Context: an optimization exercise on an open-source flow, tuned for small area. The choices shown serve that exercise and are no tape-out recipe. Only simulation tests tie the RTL to the original design; equivalence was not proved. Power figures rest on the tool's default switching activity, not on a simulated workload.

## run 1
// tlb
module tlb #(
    parameter TLBNUM = 16
    ) (
    input   wire                        clk,
    input   wire [              18:0]   s_vpn_1,
    input   wire                        s_odd_1,
    input   wire [              7 :0]   s_asid_1,
    output  wire                        s_found_1,
    output  wire [$clog2(TLBNUM)-1:0]   s_index_1,
    output  wire [              19:0]   s_pfn_1,
    output  wire [              2 :0]   s_c_1,
    output  wire                        s_d_1,
    output  wire                        s_v_1,
    input   wire [              18:0]   s_vpn_2,
    input   wire                        s_odd_2,
    input   wire [              7 :0]   s_asid_2,
    output  wire                        s_found_2,
    output  wire [$clog2(TLBNUM)-1:0]   s_index_2,
    output  wire [              19:0]   s_pfn_2,
    output  wire [              2 :0]   s_c_2,
    output  wire                        s_d_2,
    output  wire                        s_v_2,
    input   wire                        we,
    input   wire [$clog2(TLBNUM)-1:0]   w_index,
    input   wire [              18:0]   w_vpn,
    input   wire [              7 :0]   w_asid,
    input   wire                        w_g,
    input   wire [              19:0]   w_pfn0,
    input   wire [              2 :0]   w_c0,
    input   wire                        w_d0,
    input   wire                        w_v0,
    input   wire [              19:0]   w_pfn1,
    input   wire [              2 :0]   w_c1,
    input   wire                        w_d1,
  ...
For scale: roughly 4,100 cells after synthesis, ~1,200 flip-flops, roughly 61,000 um^2 of cells after synthesis.
export LEC_CHECK = 0
export CAP_MARGIN = 20
export CORE_MARGIN = 2
export CORE_UTILIZATION = 45
export PLACE_DENSITY = 0.6
export SETUP_SLACK_MARGIN = 0.0
export SLEW_MARGIN = 20
export SYNTH_HIERARCHICAL = 1
create_clock -name core_clock -period 10.0 [get_ports {clk}]
standard.sh (not shown) runs the stock make flow with config.mk's settings and CLKGATE_MAP_FILE= SYNTH_SCRIPT=/design/flow/synth_recipe.tcl, a recipe that flattens the netlist after the stock synthesis.
==> flow/flow/run.sh <==
#!/bin/bash
# Standard ORFS layout with three changes after the standard synthesis: port buffers use the
# smallest buffer, buffering and repair may not use the large buffers and inverters, and the
# clock tree uses small buffers and no dummy loads. Each tool's log stays under orfs/logs/;
# make's own output goes to synth_make.log and flow_make.log in the work folder.
set -euo pipefail
cd "$(dirname "$0")/.."
bash standard.sh synth > synth_make.log 2>&1
P=sky130_fd_sc_hd__
DU="${P}probe_p_8 ${P}probec_p_8 ${P}lpflow_bleeder_1 ${P}lpflow_clkbufkapwr_1 ${P}lpflow_clkbufkapwr_16 ${P}lpflow_clkbufkapwr_2 ${P}lpflow_clkbufkapwr_4 ${P}lpflow_clkbufkapwr_8 ${P}lpflow_clkinvkapwr_1 ${P}lpflow_clkinvkapwr_16 ${P}lpflow_clkinvkapwr_2 ${P}lpflow_clkinvkapwr_4 ${P}lpflow_clkinvkapwr_8 ${P}lpflow_decapkapwr_12 ${P}lpflow_decapkapwr_3 ${P}lpflow_decapkapwr_4 ${P}lpflow_decapkapwr_6 ${P}lpflow_decapkapwr_8 ${P}lpflow_inputiso0n_1 ${P}lpflow_inputiso0p_1 ${P}lpflow_inputiso1n_1 ${P}lpflow_inputiso1p_1 ${P}lpflow_inputisolatch_1 ${P}lpflow_isobufsrc_1 ${P}lpflow_isobufsrc_16 ${P}lpflow_isobufsrc_2 ${P}lpflow_isobufsrc_4 ${P}lpflow_isobufsrc_8 ${P}lpflow_isobufsrckapwr_16 ${P}lpflow_lsbuf_lh_hl_isowell_tap_1 ${P}lpflow_lsbuf_lh_hl_isowell_tap_2 ${P}lpflow_lsbuf_lh_hl_isowell_tap_4 ${P}lpflow_lsbuf_lh_isowell_4 ${P}lpflow_lsbuf_lh_isowell_tap_1 ${P}lpflow_lsbuf_lh_isowell_tap_2 ${P}lpflow_lsbuf_lh_isowell_tap_4"
BIG="${P}buf_4 ${P}buf_6 ${P}buf_8 ${P}buf_12 ${P}buf_16 ${P}bufbuf_8 ${P}bufbuf_16 ${P}bufinv_8 ${P}bufinv_16 ${P}inv_6 ${P}inv_8 ${P}inv_12 ${P}inv_16 ${P}clkinv_8 ${P}clkinv_16"
CTS="-sink_clustering_enable -repair_clock_nets -dont_use_dummy_load -buf_list ${P}clkbuf_4 -sink_clustering_size 8 -sink_clustering_max_diameter 40"
bash standard.sh \
  "DONT_USE_CELLS=$DU $BIG" \
  "BUFFER_PORTS_ARGS=-buffer_cell ${P}buf_1" \
  "CTS_ARGS=$CTS" \
  finish > flow_make.log 2>&1
Run 1 closes out successfully: all stages finished, all timing, DRC and antenna checks passed.
For run 2, these inputs were changed with respect to run 1:
==> flow/flow/run.sh <==
#!/bin/bash
# Standard ORFS layout, with two changes: port buffers use the smallest buffer, and the clock
# tree uses small buffers and no dummy loads. Each tool's log stays under orfs/logs/; make's
# own output goes to flow_make.log in the work folder.
set -euo pipefail
cd "$(dirname "$0")/.."
CTS="-sink_clustering_enable -repair_clock_nets -dont_use_dummy_load -buf_list sky130_fd_sc_hd__clkbuf_4 -sink_clustering_size 8 -sink_clustering_max_diameter 40"
bash standard.sh \
  "BUFFER_PORTS_ARGS=-buffer_cell sky130_fd_sc_hd__buf_1" \
  "CTS_ARGS=$CTS" \
  finish > flow_make.log 2>&1
Results
- Count of placed standard cells in the final layout, fillers left out ends up lower on run 2.
- | clock group share of total power | run 1 vs run 2 | ≈ equal |
- Going from run 1 to run 2, the aggregate routed wire length was found to have gone down by about 2%.
- Run 1 → run 2: total chip power shows a reduction of 0.051 mW, cell area shows no meaningful change, count of inverters not on the clock network in the layout shows no meaningful change.
- Compare run 2 and run 1 | logic gate share of total power lower: run 2
- Taking run 1 as the reference point, the global-route usage of run 2 falls by 0.99 points.
- Layout overhead on the synthesized area on run 2 is down relative to run 1.
- Compared to run 1, run 2 has non-clock buffer count 146 lower.
Here is what was changed in the inputs of run 3 compared with run 2.
Settings: a change of CORE_UTILIZATION from 45 to 35; a change of SETUP_SLACK_MARGIN from 0.0 to 0.3; a change of PLACE_DENSITY from 0.6 to 0.5.
==> flow/run.sh (new file) <==
#!/bin/bash
# synth_recipe.tcl (not shown) runs the flow's synth.tcl, then flattens the netlist and writes it again
# the make line also repeats each setting of config.mk as NAME=value (left out here)
make -C /OpenROAD-flow-scripts/flow DESIGN_CONFIG=/design/flow/config.mk WORK_HOME=/design/flow/orfs CLKGATE_MAP_FILE= SYNTH_SCRIPT=/design/flow/synth_recipe.tcl finish
removed: flow/flow/run.sh
removed: flow/standard.sh
The launch point of the worst path comes out s_vpn_2[18] in one run and s_vpn_2[14] in the other, namely in run 2 and run 3 respectively.
Final critical-path share of the clock period ended up 4.4 points higher on run 3 than on run 2.
Changes observed in run 3 relative to run 2: die area saw an increase, count of non-filler cells in the finished layout saw an increase.

-- afterwards: timing with drivers on the ports --
No port has a modelled driver above. Below, the same layouts with a new extraction and two added sets of constraints. Step 1 (the two cells are an assumption about what drives the block):
set clk [get_ports {clk}]
set_driving_cell -lib_cell sky130_fd_sc_hd__clkbuf_16 $clk
set_driving_cell -lib_cell sky130_fd_sc_hd__buf_2 [delete_from_list [all_inputs] $clk]
Step 2 times the ports against the registers' clock, not the clock port: input delays grow and output delays shrink by t, the midpoint of the rising clock arrivals with the driver on. Slacks: ideal / step 1 / step 2; pairs: ideal / step 1.
run | t (ns) | setup WS [ns] | slew at the worst register clock pin (ns)
run 1 | 1.406 | 0.777 / 0.750 / 0.750 | 0.10 / 0.10
run 2 | 1.307 | 1.100 / 1.072 / 1.072 | 0.10 / 0.10
run 3 | 0.893 | 0.660 / 0.636 / 0.636 | 0.07 / 0.07
After both steps setup and hold are still met in every run listed. For run 2, which loses most, drivers alone change the setup slack by -0.028 ns; drivers and shift together by -0.028 ns.
